This is an optimization exercise on Yosys and OpenROAD, whose aim is small area, not a production implementation.
Only simulation tests tie the RTL to the original design; equivalence was not proved.
The flow treats the clock pin as an ideal source, which a real chip does not have.
Power and IR drop assume default switching activity.

[flow/constraint.sdc]
create_clock -name core_clock -period 10.0 [get_ports {clk100Mhz}]
set_input_delay 2.0000 -clock core_clock [delete_from_list [all_inputs] [get_ports {clk100Mhz}]]
set_output_delay 2.0000 -clock core_clock [all_outputs]
set_load 0.01 [all_outputs]
[flow/design.v]
module debouncer (clk100Mhz, rst, i_sig, o_sig_debounced);
   input  clk100Mhz;
   input  rst;
   input  i_sig;
   output o_sig_debounced;
   reg       s1, s2, s3, s4, db;
   reg [2:0] k;
   wire f = (~k[2] & k[1]) | (k[2] & ~k[1] & k[0]);
   wire stable = (k == 3'b000);
   always @(posedge clk100Mhz) begin
      if (rst) begin
         s1 <= 0; s2 <= 0; s3 <= 0; s4 <= 0; db <= 0;
         k <= 3'b001;
      end else begin
         s1 <= i_sig;
         s2 <= s1;
         s3 <= s2;
         s4 <= s3;
         if (s3 != s4)
            k <= 3'b001;
         else
            k <= {k[1], k[0], f};
         if (stable)
            db <= s4;
      end
   end
   assign o_sig_debounced = db;
endmodule
module pulse_generator (
    input [1:0] MODE,
    input START,
    input rst,
    input STOP,
    input clk100Mhz,
    output reg pulse
);
    reg [6:0] count;
    reg gen;
    wire ge100 = count[6] & count[5] & count[2];
    wire ge50  = count[6] | (count[5] & count[4] & (count[3] | count[2] | count[1]));
    wire ge25  = count[6] | count[5] | (count[4] & count[3] & (count[2] | count[1] | count[0]));
    wire hit   = (MODE == 2'b00) ? ge100 : (MODE == 2'b01) ? ge50 : ge25;
    always @(posedge clk100Mhz) begin
        if (rst) begin
            gen   <= 0;
            pulse <= 0;
        end else begin
            if (STOP)
                gen <= 0;
            else if (START)
                gen <= 1;
            pulse <= gen & (MODE != 2'b11) & hit;
        end
        if (!gen || MODE == 2'b11 || hit)
            count <= 0;
        else
            count <= count + 1'b1;
    end
endmodule
module fitbitTracker (
    input clk100Mhz,
    input rst,
    input pulseSignal,
    input samp,
    input fin,
    output reg [15:0] Q,
    output reg bin,
    output [4:0] dval,
    output reg OFLOW
);
    reg [1:0] a, b;
    wire [1:0] bb = fin ? b : 2'd0;
    wire [4:0] x0 = Q[3:0] + bb;
    wire dec0 = ~bin & (x0 >= 5'd10);
    wire c0 = x0[4] | dec0;
    wire [3:0] r0 = dec0 ? x0[3:0] + 4'd6 : x0[3:0];
    wire n1_9 = (Q[7:4] == 4'd9), n1_f = (Q[7:4] == 4'd15);
    wire c1 = c0 & (bin ? n1_f : n1_9);
    wire [3:0] r1 = (c0 & ~bin & n1_9) ? 4'd0 : Q[7:4] + c0;
    wire n2_9 = (Q[11:8] == 4'd9), n2_f = (Q[11:8] == 4'd15);
    wire c2 = c1 & (bin ? n2_f : n2_9);
    wire [3:0] r2 = (c1 & ~bin & n2_9) ? 4'd0 : Q[11:8] + c1;
    wire n3_9 = (Q[15:12] == 4'd9), n3_f = (Q[15:12] == 4'd15);
    wire c3 = c2 & (bin ? n3_f : n3_9);
    wire [3:0] r3 = (c2 & ~bin & n3_9) ? 4'd0 : Q[15:12] + c2;
    wire [15:0] r = {r3, r2, r1, r0};
    wire low12 = (r[15:2] == 14'd0) & (r[1] ^ r[0]);
    wire [3:0] T = Q[15:12], H = Q[11:8], X = Q[7:4], U = Q[3:0];
    wire ge2047 = (T > 2) | ((T == 2) & ((H > 0) | (X > 4) | ((X == 4) & (U >= 7))));
    wire ge4095 = (T > 4) | ((T == 4) & ((H > 0) | ((X == 9) & (U >= 5))));
    wire ge6143 = (T > 6) | ((T == 6) & ((H > 1) | ((H == 1) & ((X > 4) | ((X == 4) & (U >= 3))))));
    wire ge8191 = (T > 8) | ((T == 8) & ((H > 1) | ((H == 1) & (X == 9) & (U >= 1))));
    wire [4:0] dbcd = {2'b00, ge8191, ge4095 & ~ge8191, (ge2047 & ~ge4095) | (ge6143 & ~ge8191)};
    assign dval = bin ? Q[15:11] : dbcd;
    wire [2:0] pend = a + b;
    wire at9999 = ~bin & (Q[15:4] == 12'h999) & (Q[3:0] + pend == 4'd8);
    always @(posedge clk100Mhz) begin
        if (samp)
            b <= a;
        else if (fin)
            b <= 0;
    end
    always @(posedge clk100Mhz) begin
        if (rst) begin
            Q <= 0; bin <= 1'b1; a <= 0; OFLOW <= 0;
        end else begin
            if (pulseSignal & at9999)
                OFLOW <= 1'b1;
            if (samp)
                a <= {1'b0, pulseSignal};
            else
                a <= a + pulseSignal;
            if (bin) begin
                if (low12) begin
                    bin <= 1'b0;
                    Q <= {15'd0, r[1]};
                end else
                    Q <= r;
            end else begin
                if (c3) begin
                    bin <= 1'b1;
                    Q <= {14'h09C4, r[0], ~r[0]};
                end else
                    Q <= r;
            end
        end
    end
endmodule
module bin2bcd_fsm (bin, tens, ones);
    input [4:0] bin;
    output [1:0] tens;
    output [3:0] ones;
    assign tens = (bin >= 5'd30) ? 2'd3 : (bin >= 5'd20) ? 2'd2 : (bin >= 5'd10) ? 2'd1 : 2'd0;
    assign ones = bin - tens * 4'd10;
endmodule
module Rotator (
    input clk100Mhz,
    input rst,
    output reg [1:0] screen,
    output reg [1:0] sel,
    output samp,             
    output fin               
);
    reg [3:0] c16;
    reg [6:0] q;
    reg [2:0] m7;
    always @(posedge clk100Mhz) begin
        if (rst) begin
            c16 <= 0; q <= 0; screen <= 0; sel <= 0; m7 <= 0;
        end else begin
            c16 <= c16 + 1'b1;
            if (c16 == 4'd15) begin
                sel <= sel + 1'b1;
                if (q == 7'd124) begin
                    q <= 0;
                    screen <= (screen == 2'd2) ? 2'd0 : screen + 1'b1;
                end else
                    q <= q + 1'b1;
            end
            if (c16[1:0] == 2'd3)
                m7 <= (m7 == 3'd6) ? 3'd0 : m7 + 1'b1;
        end
    end
    assign samp = (c16[1:0] == 2'd0) & (m7 == 3'd0);
    assign fin  = (c16[1:0] == 2'd3) & (m7 == 3'd6);
endmodule
module segment_driver (
    input [1:0] screen,
    input [1:0] sel,
    input [15:0] P,
    input bin,
    input oflow,
    input [1:0] dtens,
    input [3:0] dones,
    input [1:0] mode,
    output reg [7:1] cathodes,
    output reg [3:0] anodes
);
    reg [3:0] digit;
    always @(*) begin
        case (sel)
            2'd0: anodes = 4'b1110;
            2'd1: anodes = 4'b1101;
            2'd2: anodes = 4'b1011;
            default: anodes = 4'b0111;
        endcase
        case (screen)
            2'd0: digit = bin ? {oflow, 2'b00, oflow} : P[sel*4 +: 4];
            2'd1: digit = (sel == 2'd0) ? dones : (sel == 2'd1) ? {2'b00, dtens} : 4'd0;
            2'd2: digit = (sel == 2'd0) ? {2'b00, mode} : 4'd0;
            default: digit = 4'd0;
        endcase
        case (digit)
            4'h0: cathodes = 7'b1000000;
            4'h1: cathodes = 7'b1111001;
            4'h2: cathodes = 7'b0100100;
            4'h3: cathodes = 7'b0110000;
            4'h4: cathodes = 7'b0011001;
            4'h5: cathodes = 7'b0010010;
            4'h6: cathodes = 7'b0000010;
            4'h7: cathodes = 7'b1111000;
            4'h8: cathodes = 7'b0000000;
            4'h9: cathodes = 7'b0010000;
            default: cathodes = 7'b1111111;
        endcase
    end
endmodule
module top(
    input clk100Mhz,
    input [1:0] mode,
    input START,
    input STOP,
    input rst,
    output [7:1] cathode,
    output [3:0] anode,
    output overflow
);
    wire start_db, stop_db, pulse, samp, fin;
    wire [1:0] screen, sel;
    wire [15:0] P;
    wire bin;
    wire [4:0] dval;
    wire [1:0] dtens;
    wire [3:0] dones;
    debouncer db_start (.clk100Mhz(clk100Mhz), .rst(rst), .i_sig(START), .o_sig_debounced(start_db));
    debouncer db_stop  (.clk100Mhz(clk100Mhz), .rst(rst), .i_sig(STOP),  .o_sig_debounced(stop_db));
    pulse_generator pg (.MODE(mode), .START(start_db), .rst(rst), .STOP(stop_db),
                        .clk100Mhz(clk100Mhz), .pulse(pulse));
    Rotator tb_i (.clk100Mhz(clk100Mhz), .rst(rst), .screen(screen), .sel(sel),
                  .samp(samp), .fin(fin));
    fitbitTracker tracker (.clk100Mhz(clk100Mhz), .rst(rst), .pulseSignal(pulse),
                           .samp(samp), .fin(fin), .Q(P), .bin(bin), .dval(dval), .OFLOW(overflow));
    bin2bcd_fsm dist_bcd (.bin(dval), .tens(dtens), .ones(dones));
    segment_driver seg_driver (.screen(screen), .sel(sel), .P(P), .bin(bin), .oflow(overflow), .dtens(dtens), .dones(dones),
                               .mode(mode), .cathodes(cathode), .anodes(anode));
endmodule
[flow/standard.sh]
#!/bin/bash
# synth_recipe.tcl (not shown) runs the flow's synth.tcl, then flattens the netlist and writes it again
# the make line also repeats each setting of config.mk as NAME=value (left out here)
make -C /OpenROAD-flow-scripts/flow DESIGN_CONFIG=/design/flow/config.mk WORK_HOME=/design/flow/orfs CLKGATE_MAP_FILE= SYNTH_SCRIPT=/design/flow/synth_recipe.tcl "${@:-finish}"
[flow/flow/remap.tcl]
# Re-map the combinational logic of the standard synthesis netlist for area.
# Sequential cells and tie cells are black boxes, so every register keeps its
# instance name and cell type; only the gates between them are re-made.
yosys read_liberty -ignore_miss_func $::env(LIB)
yosys blackbox sky130_fd_sc_hd__*df* sky130_fd_sc_hd__*dl* sky130_fd_sc_hd__conb_1
yosys read_verilog $::env(REMAP_IN)
yosys hierarchy -top top
yosys flatten
yosys opt_clean -purge
yosys stat -liberty $::env(LIB)
set dont_use {-dont_use sky130_fd_sc_hd__probe_p_8 -dont_use sky130_fd_sc_hd__probec_p_8 -dont_use sky130_fd_sc_hd__lpflow_*}
yosys abc -liberty $::env(LIB) {*}$dont_use -script "+strash;&get,-n;&deepsyn,-T,$::env(REMAP_T),-S,$::env(REMAP_SEED);&put;dch,-f;amap"
yosys opt_clean -purge
yosys hilomap -singleton -hicell sky130_fd_sc_hd__conb_1 HI -locell sky130_fd_sc_hd__conb_1 LO
yosys splitnets
yosys opt_clean -purge
yosys insbuf -buf sky130_fd_sc_hd__buf_4 A X
yosys stat -liberty $::env(LIB)
yosys write_verilog -noattr -noexpr -nohex -nodec $::env(REMAP_OUT)
[flow/flow/run.sh]
#!/bin/bash
# Own layout flow. Steps:
#   1. the standard synthesis, unchanged (standard.sh synth);
#   2. the combinational logic of that netlist re-mapped for area with ABC
#      (registers, their names and cell types are kept as they are); four
#      runs with different seeds, the smallest result is kept;
#   3. the standard floorplan-to-finish on the re-mapped netlist, with
#      the clock distributed by four buffers (cts_pre.tcl, run before CTS) and
#      plain port buffers.
# Each tool's full output goes to a log file of its own in this folder.
set -euo pipefail
W=$(pwd)
F=$W/flow
P=${FLOW_PLATFORM:-sky130hd}
R=$W/orfs/results/$P/top/base
FH=${FLOW_HOME:-/OpenROAD-flow-scripts/flow}
YOSYS=$FH/../tools/install/yosys/bin/yosys
[ -x "$YOSYS" ] || YOSYS=$(command -v yosys)
export LIB=$FH/platforms/$P/lib/sky130_fd_sc_hd__tt_025C_1v80.lib

bash standard.sh synth > $W/log_1_standard_synth.log 2>&1
cp $R/1_2_yosys.v $W/standard_1_2_yosys.v

export REMAP_IN=$W/standard_1_2_yosys.v
export REMAP_T=90
pids=""
for s in 1 2 3 4; do
  REMAP_SEED=$s REMAP_OUT=$W/remapped_$s.v "$YOSYS" -c $F/remap.tcl > $W/log_2_remap_$s.log 2>&1 &
  pids="$pids $!"
done
for p in $pids; do wait $p; done
best=""; bestarea=""
for s in 1 2 3 4; do
  a=$(grep "Chip area for module" $W/log_2_remap_$s.log | tail -1 | awk '{print $NF}')
  if [ -z "$best" ] || awk -v a="$a" -v b="$bestarea" 'BEGIN{exit !(a < b)}'; then best=$s; bestarea=$a; fi
done
echo "remap: seed $best, area $bestarea" > $W/log_2_remap_choice.log
cp $W/remapped_$best.v $W/remapped.v
export REMAP_OUT=$W/remapped.v
"$YOSYS" -c $F/check.tcl > $W/log_2_remap_check.log 2>&1
cp $W/remapped.v $R/1_2_yosys.v
rm -f $R/1_synth.odb $R/1_synth.sdc
bash standard.sh synth > $W/log_3_synth_odb.log 2>&1

export PRE_CTS_TCL=$F/cts_pre.tcl
export BUFFER_PORTS_ARGS="-buffer_cell sky130_fd_sc_hd__buf_1"
bash standard.sh finish > $W/log_4_layout.log 2>&1
[flow/flow/cts_pre.tcl]
# Clock distribution: the registers are split into four groups by position
# (halves by x, then each half by y), and each group gets one clock buffer at
# its centre, driven straight from the clock port.
set block [ord::get_db_block]
set dbu [$block getDbUnitsPerMicron]
set clk [$block findNet clk100Mhz]
set sinks {}
foreach it [$clk getITerms] {
  set inst [$it getInst]
  set bb [$inst getBBox]
  lappend sinks [list [expr {([$bb xMin] + [$bb xMax]) / 2}] [expr {([$bb yMin] + [$bb yMax]) / 2}] "[$inst getName]/[[$it getMTerm] getName]"]
}
set sinks [lsort -integer -index 0 $sinks]
set n [llength $sinks]
set h [expr {$n / 2}]
set groups {}
foreach half [list [lrange $sinks 0 [expr {$h - 1}]] [lrange $sinks $h end]] {
  set half [lsort -integer -index 1 $half]
  set m [expr {[llength $half] / 2}]
  lappend groups [lrange $half 0 [expr {$m - 1}]] [lrange $half $m end]
}
set i 0
foreach g $groups {
  set xs 0; set ys 0; set pins {}
  foreach s $g { set xs [expr {$xs + [lindex $s 0]}]; set ys [expr {$ys + [lindex $s 1]}]; lappend pins [get_pins [lindex $s 2]] }
  set k [llength $g]
  set cx [expr {double($xs) / $k / $dbu}]
  set cy [expr {double($ys) / $k / $dbu}]
  insert_buffer -buffer_cell sky130_fd_sc_hd__clkbuf_8 -net clk100Mhz -load_pins $pins -location [list $cx $cy] -buffer_name clkbuf_leaf_$i -net_name clknet_leaf_$i
  incr i
}
set skip {clk100Mhz}
foreach net [$block getNets] { if {[string match clknet_leaf_* [$net getName]]} { lappend skip [$net getName] } }
set_cts_config -skip_nets $skip
[flow/flow/check.tcl]
# The re-mapped netlist must be complete: every cell a library cell, no undriven or multiply driven net.
yosys read_liberty -lib -ignore_miss_func $::env(LIB)
yosys read_verilog $::env(REMAP_OUT)
yosys hierarchy -check -top top
yosys check -assert
[flow/config.mk]
export PLATFORM = sky130hd
export DESIGN_NAME = top
export DESIGN_NICKNAME = top
export VERILOG_FILES = /design/flow/design.v
export SDC_FILE = /design/flow/constraint.sdc
export NUM_CORES = 4
export LEC_CHECK = 0
export CAP_MARGIN = 20
export CORE_MARGIN = 2
export CORE_UTILIZATION = 40
export SLEW_MARGIN = 20
==> notes.md, run 1 <==
Worst-path fanout max = 4
Min-Delay Path Class = flop to flop
DR vias/cell = 5.38
Crit-path most repeated cell = nor2_1
CTS clk-pin slew, worst paths = 0.09 ns
GRT Total Usage = 16.0%
GP Congestion = 0.912
Relative slew slack = 48.2%
Final setup violation count = 0
Initial DRC Count = 120
Inserted Diodes = 0
DR WL/cell = 13.1 um
Int Power = 321 uW
Die height = 90.8 um
Syn Area/Cell = 7.52 um2
Logic pwr share = 10.0%
Final Hold Viols = 0
Initial antenna violation count = 0
Crit path buf inv count = 4
Slowest cell on crit path = nor3_1
Area grow syn2layout = 8.30%
Synthesized area = 0.00302 mm2
Die area = 0.00825 mm2
CTS-repair resized insts = 0
Hold_buf cts = 0
Overflow after GRT = 0
Setup Total Neg Slack = 0 ns
Total iterations of the first detailed-routing run = 4
Syn Nets = 407
Pin slew with the least headroom to its limit = 0.757 ns
Fin crit share = 56.9%
DP Wirelength = 5170 um
Synth Instances = 401
Post-route ant nets = 0
Std-Cell Rows = 31
Min Clock Period, post-route = 5.69 ns
Peak VDD IR = 0.0929 mV
Largest net degree at the start of global routing = 29
Post-Route WL = 6850 um
Status = finished clean
Vias = 2809
Core Region = 0.00729 mm2
Placed Cells = 518
CP top delay family = simple AND/OR/NAND/NOR gates
Sw Pwr = 102 uW
Starting Density = 41.4%
Port bufs = 17
CP cell instances = buf_1 -> clkinv_1 -> o32ai_1 -> nor3_1 -> clkinv_1 -> nor2_1 -> nor2_1 -> a21oi_1 -> nor2_1 -> a21o_1 -> or2_0 -> buf_1
Share of cells above drive strength 1 = 1.18%
Pwr dens = 129 mW/mm2
Leakage = 0.00103 uW
RSZ-0062 raised after global routing = false
Fillers = 760
Reg power frac = 65.3%
Setup crit start kind = input pin
Clock Skew = 0.0251 ns
Die Width = 90.8 um
Crit end category = output port
Clk Latency, worst-skew pair = 0.17 ns
DRC viols = 0
Setup bufs post-CTS = 0
Sw Share = 24.2%
Post-layout nets = 431
Fin. max-slew vios = 0
CP arrival = 3.69 ns
Max_cap viols = 0
FMAX = 176 MHz
Post-route cell area = 0.00327 mm2
First-pass GRT wire length = 11400 um
Setup CP Type = input pin to output port
Commonest cells after routing, fill and taps aside = nor2_1, dfxtp_1, clkinv_1
Synth warn = 5
Commonest non-fill, non-tap cell in the layout = nor2_1
Final Non-Filler Cells = 522
Crit path required time = 8.00 ns
Clock network power share = 24.7%
CP peak stage delay = 0.27 ns
Vias in the first global route = 2499
Area post-placement = 0.00321 mm2
Io pins = 18
## layer usage
metal / global-route usage (%) / routed length [um]
met1: 21.8 / 3350
met2: 28.7 / 3190
met3: 1.42 / 255
met4: 1.52 / 63
met5: 0 / 0
## worst register-to-register path, stage by stage, from the launching register on
cell,delay [ns]
dfxtp_1,0.36
nand2_1,0.14
nor3_1,0.31
o211ai_1,0.17
a21oi_1,0.21
nand2_1,0.07
o21ai_0,0.23
a22oi_1,0.19
nor2_1,0.18
clkinv_1,0.17
o21ai_0,0.16
nand2_1,0.15
nor2_1,0.18
and3_1,0.21
a21oi_1,0.09
nor2_1,0.18
and2_0,0.21
nand2_1,0.09
nor2_1,0.12
a21oi_1,0.12
nor2_1,0.23
nand2_1,0.10
nor2_1,0.21
a21oi_1,0.14
a2111oi_0,0.61
nor2_1,0.12
a21oi_1,0.15
a21oi_1,0.05
## power groups by stage
stage          registers [uW]  clock network [uW]  logic (uW)
6_report                  276                 104        42.2
5_1_grt                   277                 120        47.6
4_1_cts                   282                75.9        42.3
3_5_place_dp              282                   0        41.9
3_3_place_gp              282                   0        41.4
2_1_floorplan             280                   0        30.1
## state kept, by name, summed over array words and instances, names as in the netlist, 3 cells and up
register    cells
db_start.k      3
db_stop.k       3
pg.count        7
tb_i.c16        4
tb_i.m7         3
tb_i.q          7
tracker.Q      16
## path summary, 6_finish.rpt
check / start / slack [ns] / depth (start not counted) / endpoint
max: mode[1] / 4.31 / 12 / cathode[5]
min: pg.count[0] / 0.42 / 1 / pg.count[0]
max reg2reg: tb_i.c16[0] / 4.73 / 27 / tracker.Q[0]
min reg2reg: pg.count[0] / 0.42 / 1 / pg.count[0]
## stage by stage
stage,hold slack (ns),power [uW],utilization [%],setup WS [ns]
5_1_grt,0.435,445,44.8,3.98
3_3_place_gp,0.408,323,44.0,4.43
6_report,0.423,423,44.8,4.31
3_5_place_dp,0.411,324,44.0,4.31
4_1_cts,0.411,400,44.8,4.29
2_1_floorplan,0.392,310,-,4.66
## area by class of cell, clock buffers not listed
class | instances | area [um2] | area share (%)
Inverter | 52 | 195 | 5.97
Sequential cell | 65 | 1320 | 40.4
Tap cell | 99 | 124 | 3.79
Multi-Input combinational cell | 284 | 1500 | 45.9
Timing Repair Buffer | 18 | 71.3 | 2.18
==> run 2, diff against run 1 <==
--- a/flow/config.mk
+++ b/flow/config.mk
@@ -9,3 +9,4 @@
 export CORE_MARGIN = 2
-export CORE_UTILIZATION = 40
+export CORE_UTILIZATION = 70
+export PLACE_DENSITY = 0.8
 export SLEW_MARGIN = 20
==> notes.md, run 2 <==
Status = finished clean
Top reg by flops = tracker.Q
Min-Delay Path Class = flop to flop
Die area = 0.00485 mm2
Vias = 2895
Reg2Reg Capture Point = tracker.Q[0]
Die Width = 69.6 um
Overflow after GRT = 0
Area grow syn2layout = 6.26%
Fin crit share = 57.5%
Hold path cells = 1
Syn Nets = 407
Fillers = 328
Setup bufs post-CTS = 0
CTS-repair resized insts = 0
Inserted Diodes = 0
End of the worst hold path = pg.gen
Synth warn = 5
Commonest cells after routing, fill and taps aside = nor2_1, dfxtp_1, clkinv_1
Core Region = 0.00409 mm2
Post-layout nets = 431
RSZ-0062 raised after global routing = false
Largest net degree at the start of global routing = 29
FMAX = 174 MHz
Vias in the first global route = 2641
R2r setup slk = 4.51 ns
Pwr dens = 130 mW/mm2
Setup CP Type = input pin to output port
Clk Latency, worst-skew pair = 0.16 ns
Initial antenna violation count = 0
GRT Total Usage = 27.3%
First-pass GRT wire length = 11300 um
Post-route ant nets = 0
Hold Path Origin = db_stop.db
Initial DRC Count = 239
Fin util = 78.4%
Synthesized area = 0.00302 mm2
Setup Total Neg Slack = 0 ns
Reg2Reg Depth = 27
Crit path required time = 8.00 ns
Worst-path fanout max = 4
Die height = 69.6 um
Pin slew with the least headroom to its limit = 0.920 ns
Peak VDD IR = 0.115 mV
Share of cells above drive strength 1 = 1.18%
Leakage = 0.00103 uW
Synth Instances = 401
Final setup violation count = 0
Syn Area/Cell = 7.52 um2
Port bufs = 17
Clock Skew = 0.0198 ns
Min Clock Period, post-route = 5.75 ns
Crit end category = output port
Total iterations of the first detailed-routing run = 4
Fin. max-slew vios = 0
DP Wirelength = 5170 um
CTS clk-pin slew, worst paths = 0.08 ns
DRC viols = 0
DR WL/cell = 14.0 um
Post-Route WL = 6610 um
Commonest non-fill, non-tap cell in the layout = nor2_1
Std-Cell Rows = 23
Relative slew slack = 37.1%
CP arrival = 3.75 ns
Hold_buf cts = 0
DR vias/cell = 6.12
Starting Density = 73.8%
Biggest regs = tracker.Q: 16 flops, pg.count: 7 flops, tb_i.q: 7 flops
FF-to-FF Start = tb_i.c16[0]
Io pins = 18
Max FFs per register = 16
Final Hold Viols = 0
Setup crit start kind = input pin
Max_cap viols = 0
GP Congestion = 0.951
[run 2: cell counts in the layout (fill, tap and decap cells not counted)]
No cell type changed its count.
[run 2: final cells by class, clock buffers not listed]
type	instances	area, um2	share of cell area, %
flip-flops and latches	65	1320	41.2
inverters	52	195	6.09
repair buffers	18	71.3	2.22
multi-input cells	284	1500	46.8
well taps	50	62.6	1.95
[run 2: how the worst max path moves through the flow]
| stage | cells past startpoint | from | slack (ns) | end |
|---|---|---|---|---|
| final | 12 | mode[1] | 4.25 | cathode[5] |
| after global routing | 27 | tb_i.c16[0] | 3.86 | tracker.Q[0] |
| after CTS | 12 | mode[1] | 4.28 | cathode[5] |
| after detailed placement | 12 | mode[1] | 4.30 | cathode[5] |
| after global placement | 12 | mode[1] | 4.46 | cathode[5] |
| after floorplan | 10 | mode[1] | 4.66 | cathode[5] |
[run 2: metrics by stage]
stage / cells / worst slack [ns] / hold slack (ns) / power, uW / cell area [um2]
floorplan: 401 / 4.66 / 0.392 / 310 / 3020
global placement: 469 / 4.46 / 0.406 / 321 / 3150
detailed placement: 469 / 4.30 / 0.410 / 324 / 3150
CTS: 473 / 4.28 / 0.411 / 400 / 3210
global route: 473 / 3.86 / 0.429 / 433 / 3210
finish: 473 / 4.25 / 0.421 / 418 / 3210
[run 2: power breakdown]
part / internal [uW] / switching (uW)
clock: 37.1 / 62.5
combinational: 14.8 / 27.7
sequential: 269 / 7.36
[run 2: metal layers]
layer	global-route usage, %	vias to the layer above	part of all wire, %
met3	1.74	22	6.3
met4	8.12	0	2.9
li1	-	1475	-
met5	0	-	0
met1	35.0	1288	42
met2	49.5	110	49
[run 2: critical path, cell delays in order]
cell and delay, ns:
buf_1 0.07, clkinv_1 0.07, o32ai_1 0.09, nor3_1 0.25, clkinv_1 0.13, nor2_1 0.26
nor2_1 0.08, a21oi_1 0.22, nor2_1 0.09, a21o_1 0.17, or2_0 0.19, buf_1 0.12
==> run 3, diff against run 2 <==
--- a/flow/config.mk
+++ b/flow/config.mk
@@ -9,4 +9,4 @@
 export CORE_MARGIN = 2
-export CORE_UTILIZATION = 70
-export PLACE_DENSITY = 0.8
+export CORE_UTILIZATION = 55
+export PLACE_DENSITY = 0.7
 export SLEW_MARGIN = 20
==> notes.md, run 3 <==
Status = finished clean
Syn Area/Cell = 7.52 um2
Area grow syn2layout = 7.09%
Commonest cells after routing, fill and taps aside = nor2_1, dfxtp_1, clkinv_1
Setup Total Neg Slack = 0 ns
Crit-path most repeated cell = nor2_1
Crit path required time = 8.00 ns
Clk Latency, worst-skew pair = 0.16 ns
Slowest cell on crit path = nor3_1
Syn Nets = 407
Largest net degree at the start of global routing = 29
Fin. max-slew vios = 0
Min Clock Period, post-route = 5.63 ns
FMAX = 178 MHz
Hold_buf cts = 0
CTS clk-pin slew, worst paths = 0.09 ns
Io pins = 18
Pwr dens = 129 mW/mm2
Die area = 0.00609 mm2
DRC viols = 0
Post-route worst setup slack = 4.37 ns
Vias in the first global route = 2598
Crit. Startpoint = mode[1]
CP peak stage delay = 0.25 ns
Die height = 78.1 um
Total iterations of the first detailed-routing run = 4
Biggest regs = tracker.Q: 16 flops, pg.count: 7 flops, tb_i.q: 7 flops
CP cell instances = buf_1 -> clkinv_1 -> o32ai_1 -> nor3_1 -> clkinv_1 -> nor2_1 -> nor2_1 -> a21oi_1 -> nor2_1 -> a21o_1 -> or2_0 -> buf_1
Commonest non-fill, non-tap cell in the layout = nor2_1
CTS-repair resized insts = 0
Clock Skew = 0.0167 ns
CP arrival = 3.63 ns
Core Region = 0.00520 mm2
Port bufs = 17
Die Width = 78.1 um
Peak VDD IR = 0.116 mV
Crit end category = output port
DR vias/cell = 5.67
GP Congestion = 0.946
Post-layout nets = 431
Worst-path fanout max = 4
Share of cells above drive strength 1 = 1.18%
Pin slew with the least headroom to its limit = 0.749 ns
Dpl ws = 4.37 ns
Overflow after GRT = 0
FF-to-FF Start = tb_i.c16[0]
Crit path buf inv count = 4
Post-route ant nets = 0
Setup bufs post-CTS = 0
Std-Cell Rows = 26
Fillers = 503
Max_cap viols = 0
Synth warn = 5
Synthesized area = 0.00302 mm2
Final setup violation count = 0
Hold Path Origin = pg.count[0]
Fin crit share = 56.3%
Setup CP Type = input pin to output port
Synth Instances = 401
Post-Route WL = 6560 um
CP top delay family = simple AND/OR/NAND/NOR gates
First-pass GRT wire length = 11700 um
Initial DRC Count = 192
DR WL/cell = 13.3 um
Vias = 2797
Top reg by flops = tracker.Q
Final Hold Viols = 0
Starting Density = 58.0%
GRT Total Usage = 22.6%
Max FFs per register = 16
Initial antenna violation count = 0
Inserted Diodes = 0
Min-Delay Path Class = flop to flop
RSZ-0062 raised after global routing = false
Setup crit start kind = input pin
Relative slew slack = 48.8%
Leakage = 0.00103 uW
DP Wirelength = 5120 um
## run 3: worst paths after layout
path                   to  slack [ns]  cells past startpoint
max            cathode[5]        4.37                     12
min           pg.count[0]        0.43                      1
max reg2reg  tracker.Q[0]        4.69                     27
min reg2reg   pg.count[0]        0.43                      1
## run 3: report_power, final
part	switching (uW)	internal (uW)
Combinational	27.3	14.8
Sequential	7.23	269
Clock	63.4	37.1
## run 3: area by class of cell, clock buffers not listed
cell class              count  area [um2]  area share (%)
inverters                  52         195            6.04
multi-input cells         284        1500            46.4
flip-flops and latches     65        1320            40.9
well taps                  70        87.6            2.71
repair buffers             18        71.3            2.21
## run 3: routing by layer
metal,routed length [um],track usage (%),up-vias
met5,0,0,-
met4,115,5.09,0
met3,277,1.38,8
met2,3120,40.2,65
met1,3050,30.4,1261
li1,-,-,1463
## run 3: metrics by stage
step | instance area (um2) | std cells | hold slack, ns | total power (uW) | util [%]
5_1_grt | 3230 | 493 | 0.456 | 438 | 62.1
4_1_cts | 3230 | 493 | 0.417 | 400 | 62.1
3_3_place_gp | 3180 | 489 | 0.405 | 323 | 61.0
3_5_place_dp | 3180 | 489 | 0.418 | 324 | 61.0
6_report | 3230 | 493 | 0.428 | 418 | 62.1
2_1_floorplan | 3020 | 401 | 0.392 | 310 | -
==> run 4, diff against run 3 <==
--- a/flow/design.v
+++ b/flow/design.v
@@ -73,12 +73,12 @@
     wire [4:0] x0 = Q[3:0] + bb;
-    wire dec0 = ~bin & (x0 >= 5'd10);
-    wire c0 = x0[4] | dec0;
-    wire [3:0] r0 = dec0 ? x0[3:0] + 4'd6 : x0[3:0];
-    wire n1_9 = (Q[7:4] == 4'd9), n1_f = (Q[7:4] == 4'd15);
+    wire dec0 = ~bin & Q[3] & (bb[1] | (Q[0] & bb[0]));
+    wire c0 = bin ? x0[4] : dec0;
+    wire [3:0] r0 = dec0 ? {3'b000, Q[0] & bb[1]} : x0[3:0];
+    wire n1_9 = Q[7] & Q[4], n1_f = (Q[7:4] == 4'd15);
     wire c1 = c0 & (bin ? n1_f : n1_9);
     wire [3:0] r1 = (c0 & ~bin & n1_9) ? 4'd0 : Q[7:4] + c0;
-    wire n2_9 = (Q[11:8] == 4'd9), n2_f = (Q[11:8] == 4'd15);
+    wire n2_9 = Q[11] & Q[8], n2_f = (Q[11:8] == 4'd15);
     wire c2 = c1 & (bin ? n2_f : n2_9);
     wire [3:0] r2 = (c1 & ~bin & n2_9) ? 4'd0 : Q[11:8] + c1;
-    wire n3_9 = (Q[15:12] == 4'd9), n3_f = (Q[15:12] == 4'd15);
+    wire n3_9 = Q[15] & Q[12], n3_f = (Q[15:12] == 4'd15);
     wire c3 = c2 & (bin ? n3_f : n3_9);
@@ -88,6 +88,19 @@
     wire [3:0] T = Q[15:12], H = Q[11:8], X = Q[7:4], U = Q[3:0];
-    wire ge2047 = (T > 2) | ((T == 2) & ((H > 0) | (X > 4) | ((X == 4) & (U >= 7))));
-    wire ge4095 = (T > 4) | ((T == 4) & ((H > 0) | ((X == 9) & (U >= 5))));
-    wire ge6143 = (T > 6) | ((T == 6) & ((H > 1) | ((H == 1) & ((X > 4) | ((X == 4) & (U >= 3))))));
-    wire ge8191 = (T > 8) | ((T == 8) & ((H > 1) | ((H == 1) & (X == 9) & (U >= 1))));
+    wire T9 = T[3] & T[0], T8 = T[3] & ~T[0], T_gt8 = T9;
+    wire T_gt2 = T[3] | T[2] | (T[1] & T[0]);
+    wire T_gt4 = T[3] | (T[2] & (T[1] | T[0]));
+    wire T_gt6 = T[3] | (T[2] & T[1] & T[0]);
+    wire T2 = ~T[3] & ~T[2] & T[1] & ~T[0];
+    wire T4 = ~T[3] & T[2] & ~T[1] & ~T[0];
+    wire T6 = T[2] & T[1] & ~T[0];
+    wire H0 = ~H[3] & ~H[2] & ~H[1] & ~H[0];
+    wire H1 = ~H[3] & ~H[2] & ~H[1] & H[0];
+    wire H_gt1 = H[3] | H[2] | H[1];
+    wire X9 = X[3] & X[0];
+    wire X4 = X[2] & ~X[1] & ~X[0];
+    wire X_gt4 = X[3] | (X[2] & (X[1] | X[0]));
+    wire ge2047 = T_gt2 | (T2 & (~H0 | X_gt4 | (X4 & (U[3] | (U[2] & U[1] & U[0])))));
+    wire ge4095 = T_gt4 | (T4 & (~H0 | (X9 & (U[3] | (U[2] & (U[1] | U[0]))))));
+    wire ge6143 = T_gt6 | (T6 & (H_gt1 | (H1 & (X_gt4 | (X4 & (U[3] | U[2] | (U[1] & U[0])))))));
+    wire ge8191 = T_gt8 | (T8 & (H_gt1 | (H1 & X9 & (U[3] | U[2] | U[1] | U[0]))));
     wire [4:0] dbcd = {2'b00, ge8191, ge4095 & ~ge8191, (ge2047 & ~ge4095) | (ge6143 & ~ge8191)};
@@ -95,3 +108,3 @@
     wire [2:0] pend = a + b;
-    wire at9999 = ~bin & (Q[15:4] == 12'h999) & (Q[3:0] + pend == 4'd8);
+    wire at9999 = ~bin & Q[15] & Q[12] & Q[11] & Q[8] & Q[7] & Q[4] & (Q[3:0] + pend == 4'd8);
     always @(posedge clk100Mhz) begin
@@ -153,5 +166,5 @@
                 sel <= sel + 1'b1;
-                if (q == 7'd124) begin
+                if (q[6] & q[5] & q[4] & q[3] & q[2]) begin    
                     q <= 0;
-                    screen <= (screen == 2'd2) ? 2'd0 : screen + 1'b1;
+                    screen <= {screen[0], ~screen[1] & ~screen[0]};    
                 end else
@@ -160,3 +173,3 @@
             if (c16[1:0] == 2'd3)
-                m7 <= (m7 == 3'd6) ? 3'd0 : m7 + 1'b1;
+                m7 <= (m7[2] & m7[1]) ? 3'd0 : m7 + 1'b1;    
         end
@@ -164,3 +177,3 @@
     assign samp = (c16[1:0] == 2'd0) & (m7 == 3'd0);
-    assign fin  = (c16[1:0] == 2'd3) & (m7 == 3'd6);
+    assign fin  = (c16[1:0] == 2'd3) & m7[2] & m7[1];
 endmodule
@@ -179,2 +192,3 @@
     reg [3:0] digit;
+    wire [3:0] d = digit;
     always @(*) begin
@@ -192,15 +206,9 @@
         endcase
-        case (digit)
-            4'h0: cathodes = 7'b1000000;
-            4'h1: cathodes = 7'b1111001;
-            4'h2: cathodes = 7'b0100100;
-            4'h3: cathodes = 7'b0110000;
-            4'h4: cathodes = 7'b0011001;
-            4'h5: cathodes = 7'b0010010;
-            4'h6: cathodes = 7'b0000010;
-            4'h7: cathodes = 7'b1111000;
-            4'h8: cathodes = 7'b0000000;
-            4'h9: cathodes = 7'b0010000;
-            default: cathodes = 7'b1111111;
-        endcase
+        cathodes[1] = (d[2] & ~d[1] & ~d[0]) | (~d[3] & ~d[2] & ~d[1] & d[0]);
+        cathodes[2] = (d[2] & ~d[1] & d[0]) | (d[2] & d[1] & ~d[0]);
+        cathodes[3] = ~d[2] & d[1] & ~d[0];
+        cathodes[4] = (d[2] & ~d[1] & ~d[0]) | (d[2] & d[1] & d[0]) | (~d[3] & ~d[2] & ~d[1] & d[0]);
+        cathodes[5] = d[0] | (d[2] & ~d[1]);
+        cathodes[6] = (d[1] & d[0]) | (~d[2] & d[1]) | (~d[3] & ~d[2] & d[0]);
+        cathodes[7] = (d[2] & d[1] & d[0]) | (~d[3] & ~d[2] & ~d[1]);
     end
--- a/flow/flow/run.sh
+++ b/flow/flow/run.sh
@@ -4,3 +4,3 @@
 #   2. the combinational logic of that netlist re-mapped for area with ABC
-#      (registers, their names and cell types are kept as they are); four
+#      (registers, their names and cell types are kept as they are); eight
 #      runs with different seeds, the smallest result is kept;
@@ -24,11 +24,14 @@
 export REMAP_IN=$W/standard_1_2_yosys.v
-export REMAP_T=90
-pids=""
-for s in 1 2 3 4; do
-  REMAP_SEED=$s REMAP_OUT=$W/remapped_$s.v "$YOSYS" -c $F/remap.tcl > $W/log_2_remap_$s.log 2>&1 &
-  pids="$pids $!"
+export REMAP_T=120
+# eight seeds, four at a time (the layout has four CPUs)
+for batch in "1 2 3 4" "5 6 7 8"; do
+  pids=""
+  for s in $batch; do
+    REMAP_SEED=$s REMAP_OUT=$W/remapped_$s.v "$YOSYS" -c $F/remap.tcl > $W/log_2_remap_$s.log 2>&1 &
+    pids="$pids $!"
+  done
+  for p in $pids; do wait $p; done
 done
-for p in $pids; do wait $p; done
 best=""; bestarea=""
-for s in 1 2 3 4; do
+for s in 1 2 3 4 5 6 7 8; do
   a=$(grep "Chip area for module" $W/log_2_remap_$s.log | tail -1 | awk '{print $NF}')
==> notes.md, run 4 <==
Status = finished clean
Reg2Reg Capture Point = tracker.Q[0]
Slowest cell on crit path = nor4_1
Final Hold Viols = 0
FF-to-FF Start = tb_i.c16[0]
Worst-path fanout max = 4
Total iterations of the first detailed-routing run = 4
Hold Path Origin = tb_i.c16[0]
Share of cells above drive strength 1 = 1.22%
Reg2Reg Depth = 23
Die Width = 77.1 um
CTS clk-pin slew, worst paths = 0.09 ns
Min Clock Period, post-route = 5.77 ns
CP peak stage delay = 0.33 ns
First-pass GRT wire length = 10900 um
Synthesized area = 0.00294 mm2
Fillers = 503
GRT Total Usage = 21.4%
RSZ-0062 raised after global routing = false
Std-Cell Rows = 26
Setup crit start kind = input pin
Syn Area/Cell = 7.60 um2
Setup CP Type = input pin to output port
R2r setup slk = 5.46 ns
Largest net degree at the start of global routing = 34
FMAX = 173 MHz
Starting Density = 57.3%
Setup Total Neg Slack = 0 ns
Max_cap viols = 0
Crit path required time = 8.00 ns
DP Wirelength = 4720 um
Peak VDD IR = 0.113 mV
Commonest non-fill, non-tap cell in the layout = nor2_1
Clock Skew = 0.0287 ns
Min-Delay Path Class = flop to flop
Crit end category = output port
Final Non-Filler Cells = 479
Syn Nets = 393
Setup bufs post-CTS = 0
Pwr dens = 140 mW/mm2
Die height = 77.1 um
Clk Latency, worst-skew pair = 0.18 ns
Dpl ws = 4.27 ns
Area of the multi-input gates = 0.00147 mm2
Commonest cells after routing, fill and taps aside = nor2_1, dfxtp_1, clkinv_1
Synth warn = 5
Synth Instances = 387
End of the worst hold path = tb_i.c16[0]
Max FFs per register = 16
CTS-repair resized insts = 0
Seq. cell area = 0.00132 mm2
Post-route worst setup slack = 4.23 ns
GP Congestion = 0.944
DRC viols = 0
Relative slew slack = 63.8%
Fin crit share = 57.7%
DR vias/cell = 5.59
Leakage = 0.00104 uW
Port bufs = 17
Vias in the first global route = 2464
Io pins = 18
Initial DRC Count = 213
Die area = 0.00595 mm2
Initial antenna violation count = 0
Area grow syn2layout = 7.27%
CP arrival = 3.77 ns
Final setup violation count = 0
Inserted Diodes = 0
Overflow after GRT = 0
Post-layout nets = 417
DR WL/cell = 13.1 um
Hold path cells = 1
Biggest regs = tracker.Q: 16 flops, pg.count: 7 flops, tb_i.q: 7 flops
CP cell instances = buf_1 -> clkinv_1 -> o21ai_0 -> nor4_1 -> nor2b_1 -> nor2_1 -> a21oi_1 -> nor2_1 -> o21a_1 -> or2_0 -> buf_1
Pin slew with the least headroom to its limit = 0.529 ns
Fin. max-slew vios = 0
Vias = 2680
Post-Route WL = 6300 um
Hold_buf cts = 0
Post-route ant nets = 0
Core Region = 0.00514 mm2
Placed Cells = 475
Top reg by flops = tracker.Q
[run 4: cell count changes in the layout (fill, tap and decap cells not counted), moves of 4 or more]
| cell | before | now |
|---|---|---|
| o22ai_1 | 7 | 11 |
| o21a_1 | 3 | 7 |
| nor2_1 | 79 | 87 |
| o21ai_0 | 21 | 25 |
| nor2b_1 | 10 | 16 |
| clkinv_1 | 52 | 41 |
| a21oi_1 | 28 | 16 |
| a311oi_1 | 4 | 0 |
| nand2_1 | 32 | 27 |
[run 4: worst max-delay path, delay by kind of cell]
kind | cells | cell delay [ns]
simple gates | 5 | 0.99
buf+inv | 3 | 0.28
compound gates | 3 | 0.49
[run 4: worst max-delay path by stage]
stage	to	startpoint	cells after the start
floorplan	cathode[4]	mode[0]	9
global placement	cathode[4]	mode[0]	11
detailed placement	cathode[4]	mode[0]	11
CTS	cathode[4]	mode[0]	11
global route	cathode[4]	mode[0]	11
finish	cathode[4]	mode[0]	11
[run 4: where the power goes]
| group | internal (uW) | switching, uW | total, uW |
|---|---|---|---|
| clock | 37.1 | 65.2 | 102 |
| sequential | 270 | 9.04 | 279 |
| combinational | 22.3 | 36.3 | 58.6 |
[run 4: metrics by stage]
| stage | power [uW] | utilization (%) | hold WS, ns | area, um2 |
|---|---|---|---|---|
| floorplan | 327 | - | 0.392 | 2940 |
| global placement | 342 | 60.3 | 0.413 | 3100 |
| detailed placement | 342 | 60.3 | 0.417 | 3100 |
| CTS | 419 | 61.4 | 0.417 | 3160 |
| global route | 462 | 61.4 | 0.457 | 3160 |
| finish | 440 | 61.4 | 0.432 | 3160 |
[run 4: cell type report, clock buffers not listed]
type / instances / share of cell area, %
flip-flops and latches: 65 / 41.9
multi-input cells: 281 / 46.5
inverters: 41 / 4.88
well taps: 70 / 2.77
repair buffers: 18 / 2.26
[run 4: per-layer routing]
metal | vias to the layer above | track usage [%] | wire length [um]
li1 | 1413 | - | -
met1 | 1182 | 30.8 | 3140
met2 | 74 | 35.6 | 2750
met3 | 11 | 1.41 | 303
met4 | 0 | 4.29 | 104
met5 | - | 0 | 0
==> run 5, diff against run 4 <==
--- a/flow/design.v
+++ b/flow/design.v
@@ -110,6 +110,3 @@
     always @(posedge clk100Mhz) begin
-        if (samp)
-            b <= a;
-        else if (fin)
-            b <= 0;
+        b <= samp ? a : (b & {2{~fin}});
     end
--- a/flow/flow/run.sh
+++ b/flow/flow/run.sh
@@ -7,3 +7,4 @@
 #   3. the standard floorplan-to-finish on the re-mapped netlist, with
-#      the clock distributed by four buffers (cts_pre.tcl, run before CTS) and
+#      the clock distributed by four buffers straight from the clock port
+#      (cts_pre.tcl, run before CTS; CTS itself then has no net to build) and
 #      plain port buffers.
@@ -24,3 +25,3 @@
 export REMAP_IN=$W/standard_1_2_yosys.v
-export REMAP_T=120
+export REMAP_T=180
 # eight seeds, four at a time (the layout has four CPUs)
--- a/flow/flow/cts_pre.tcl
+++ b/flow/flow/cts_pre.tcl
@@ -1,4 +1,5 @@
-# Clock distribution: the registers are split into four groups by position
-# (halves by x, then each half by y), and each group gets one clock buffer at
-# its centre, driven straight from the clock port.
+# Clock distribution: the registers are split into four groups of equal size
+# by position (each set is halved along its longer side, twice), and each
+# group gets one clock buffer at its centre, driven straight from the clock
+# port. A buffer whose estimated output slew is high is made a larger one.
 set block [ord::get_db_block]
@@ -12,12 +13,15 @@
 }
-set sinks [lsort -integer -index 0 $sinks]
-set n [llength $sinks]
-set h [expr {$n / 2}]
+proc halve {set} {
+  set xs [lmap s $set {lindex $s 0}]
+  set ys [lmap s $set {lindex $s 1}]
+  set w [expr {[tcl::mathfunc::max {*}$xs] - [tcl::mathfunc::min {*}$xs]}]
+  set h [expr {[tcl::mathfunc::max {*}$ys] - [tcl::mathfunc::min {*}$ys]}]
+  set set [lsort -integer -index [expr {$w >= $h ? 0 : 1}] $set]
+  set m [expr {[llength $set] / 2}]
+  return [list [lrange $set 0 [expr {$m - 1}]] [lrange $set $m end]]
+}
 set groups {}
-foreach half [list [lrange $sinks 0 [expr {$h - 1}]] [lrange $sinks $h end]] {
-  set half [lsort -integer -index 1 $half]
-  set m [expr {[llength $half] / 2}]
-  lappend groups [lrange $half 0 [expr {$m - 1}]] [lrange $half $m end]
-}
+foreach half [halve $sinks] { lappend groups {*}[halve $half] }
 set i 0
+set bufs {}
 foreach g $groups {
@@ -33,2 +37,13 @@
 foreach net [$block getNets] { if {[string match clknet_leaf_* [$net getName]]} { lappend skip [$net getName] } }
+set_propagated_clock [all_clocks]
+estimate_parasitics -placement
+foreach inst [$block getInsts] {
+  if {![string match clkbuf_leaf_* [$inst getName]]} { continue }
+  set slew [get_property [get_pins [$inst getName]/X] slew_max]
+  puts "clock leaf [$inst getName]: estimated slew $slew ns"
+  if {$slew > 0.100} {
+    replace_cell [$inst getName] sky130_fd_sc_hd__clkbuf_16
+    puts "clock leaf [$inst getName]: made clkbuf_16"
+  }
+}
 set_cts_config -skip_nets $skip
==> notes.md, run 5 <==
FMAX = 173 MHz
Synth warn = 5
CP cell instances = buf_1 -> clkinv_1 -> o221ai_1 -> nor4_1 -> nor2_1 -> a21oi_1 -> nor2_1 -> nor2_1 -> nor2_1 -> buf_1
Reg power frac = 66.9%
Pwr dens = 130 mW/mm2
DRC viols = 0
Inserted Diodes = 0
Area grow syn2layout = 7.74%
Clk Latency, worst-skew pair = 0.15 ns
Clock network power share = 26.6%
DR vias/cell = 5.65
CP top delay family = simple AND/OR/NAND/NOR gates
Max_cap viols = 0
Biggest regs = tracker.Q: 16 flops, pg.count: 7 flops, tb_i.q: 7 flops
Synth Instances = 389
DP Wirelength = 4750 um
Pin slew with the least headroom to its limit = 0.747 ns
Vias in the first global route = 2465
Share of cells above drive strength 1 = 1.22%
Min-Delay Path Class = flop to flop
Relative slew slack = 49.7%
Fin crit share = 57.9%
CP arrival = 3.79 ns
First-pass GRT wire length = 11000 um
Std-Cell Rows = 26
Core Region = 0.00511 mm2
GRT Total Usage = 21.8%
Min Clock Period, post-route = 5.79 ns
Port bufs = 17
Sw Share = 21.2%
Post-route worst setup slack = 4.21 ns
Status = finished clean
Crit-path most repeated cell = nor2_1
Starting Density = 57.0%
CTS-repair resized insts = 0
Synthesized area = 0.00291 mm2
Setup CP Type = input pin to output port
Setup bufs post-CTS = 0
Overflow after GRT = 0
Initial DRC Count = 183
Total iterations of the first detailed-routing run = 5
R2r setup slk = 5.46 ns
Die height = 76.8 um
Io pins = 18
Syn Nets = 395
CTS clk-pin slew, worst paths = 0.09 ns
Setup crit start kind = input pin
Die Width = 76.8 um
Commonest non-fill, non-tap cell in the layout = nor2_1
CP peak stage delay = 0.63 ns
Max FFs per register = 16
Die area = 0.00589 mm2
Post-Route WL = 6330 um
Crit path buf inv count = 3
Top reg by flops = tracker.Q
Crit end category = output port
DR WL/cell = 13.2 um
Hold_buf cts = 0
Fillers = 487
Syn Area/Cell = 7.48 um2
Leakage = 0.00103 uW
Int Power = 322 uW
Final setup violation count = 0
Slowest cell on crit path = nor4_1
Commonest cells after routing, fill and taps aside = nor2_1, dfxtp_1, clkinv_1
Initial antenna violation count = 0
Fin. max-slew vios = 0
GP Congestion = 1.00
Crit path required time = 8.00 ns
Clock Skew = 0.0136 ns
Setup Total Neg Slack = 0 ns
Sw Pwr = 86.5 uW
Post-layout nets = 419
Vias = 2719
Peak VDD IR = 0.109 mV
Dpl ws = 4.22 ns
Final Hold Viols = 0
RSZ-0062 raised after global routing = false
Largest net degree at the start of global routing = 38
Logic pwr share = 6.5%
Post-route ant nets = 0
Worst-path fanout max = 5
==> run 5: cell types whose count changed in the layout (fill, tap and decap cells not counted), moves of 3 or more <==
cell and delta:
nor3_1 +9, o21a_1 -6, o22ai_1 -5, a211oi_1 +4, clkinv_1 +4, nor2b_1 -4
o221ai_1 +4, o211ai_1 -3
==> run 5: cell type report, clock buffers not listed <==
class                           count  area [um2]  share of cell area (%)
Multi-Input combinational cell    279        1440                    46.0
Sequential cell                    65        1300                    41.5
Tap cell                           70        87.6                    2.79
Timing Repair Buffer               18        71.3                    2.27
Inverter                           45         169                    5.38
==> run 5: worst paths after layout <==
path / start / to / cells after the start
hold / removal: db_stop.db / pg.gen / 1
setup reg to reg: tb_i.c16[0] / tracker.Q[0] / 24
setup / recovery: mode[0] / cathode[1] / 10
hold reg to reg: db_stop.db / pg.gen / 1
==> run 5: worst reg2reg max path: stages (launching register included) <==
cell	delay (ns)
dfxtp_1	0.35
nand2_1	0.12
clkinv_1	0.15
nand3_1	0.21
a21oi_1	0.08
o21ai_0	0.11
nor2_1	0.09
nor2_1	0.18
nand2_1	0.09
o21ai_0	0.29
nand2_1	0.14
clkinv_1	0.07
and3_1	0.20
nor2_1	0.07
nor2_1	0.23
o21ai_0	0.25
nor3_1	0.38
nand2_1	0.13
nor2_1	0.18
nand2_1	0.11
nor2_1	0.15
clkinv_1	0.09
a221oi_1	0.37
a21oi_1	0.15
a211oi_1	0.23
==> run 5: power groups by stage <==
stage	combinational, uW	sequential, uW	clock [uW]
5_1_grt	30.9	275	120
2_1_floorplan	19.0	278	0
3_3_place_gp	25.8	279	0
6_report	26.5	273	109
3_5_place_dp	26.3	280	0
4_1_cts	26.4	273	112
==> run 5: metrics by stage <==
stage          power (uW)  cells  area, um2  utilization [%]  hold slack [ns]
3_5_place_dp          306    477       3070             60.1            0.420
3_3_place_gp          305    477       3070             60.1            0.403
4_1_cts               412    481       3140             61.4            0.443
2_1_floorplan         297    389       2910                -            0.392
6_report              409    481       3140             61.4            0.433
5_1_grt               426    481       3140             61.4            0.467
==> run 5: layer usage <==
| metal | wire (um) | GRT usage (%) | vias up |
|---|---|---|---|
| li1 | - | - | 1419 |
| met1 | 3070 | 30.0 | 1215 |
| met2 | 2900 | 37.3 | 71 |
| met3 | 266 | 2.12 | 14 |
| met4 | 94 | 4.55 | 0 |
| met5 | 0 | 0 | - |

-- afterwards: timing with drivers on the ports --
How much do the figures lean on ideal ports? The routed layouts below were timed once more, with nothing changed but the port constraints. Step 1, drivers: a clkbuf_16 drives clk100Mhz and a buf_2 each remaining input, both assumed. Step 2 times the ports against the registers' clock, not the clock port: input delays grow and output delays shrink by t, the midpoint of the rising clock arrivals with the driver on. Slacks: ideal / step 1 / step 2; pairs: ideal / step 1.
| run | t, ns | setup WS [ns] | worst slew at a driven data input, ns |
|---|---|---|---|
| run 1 | 0.222 | 4.305 / 4.286 / 4.286 | 0.04 |
| run 2 | 0.209 | 4.245 / 4.223 / 4.223 | 0.03 |
| run 3 | 0.213 | 4.369 / 4.349 / 4.349 | 0.03 |
| run 4 | 0.215 | 4.229 / 4.207 / 4.207 | 0.03 |
| run 5 | 0.209 | 4.212 / 4.190 / 4.190 | 0.05 |
After both steps every run listed still meets setup and hold.
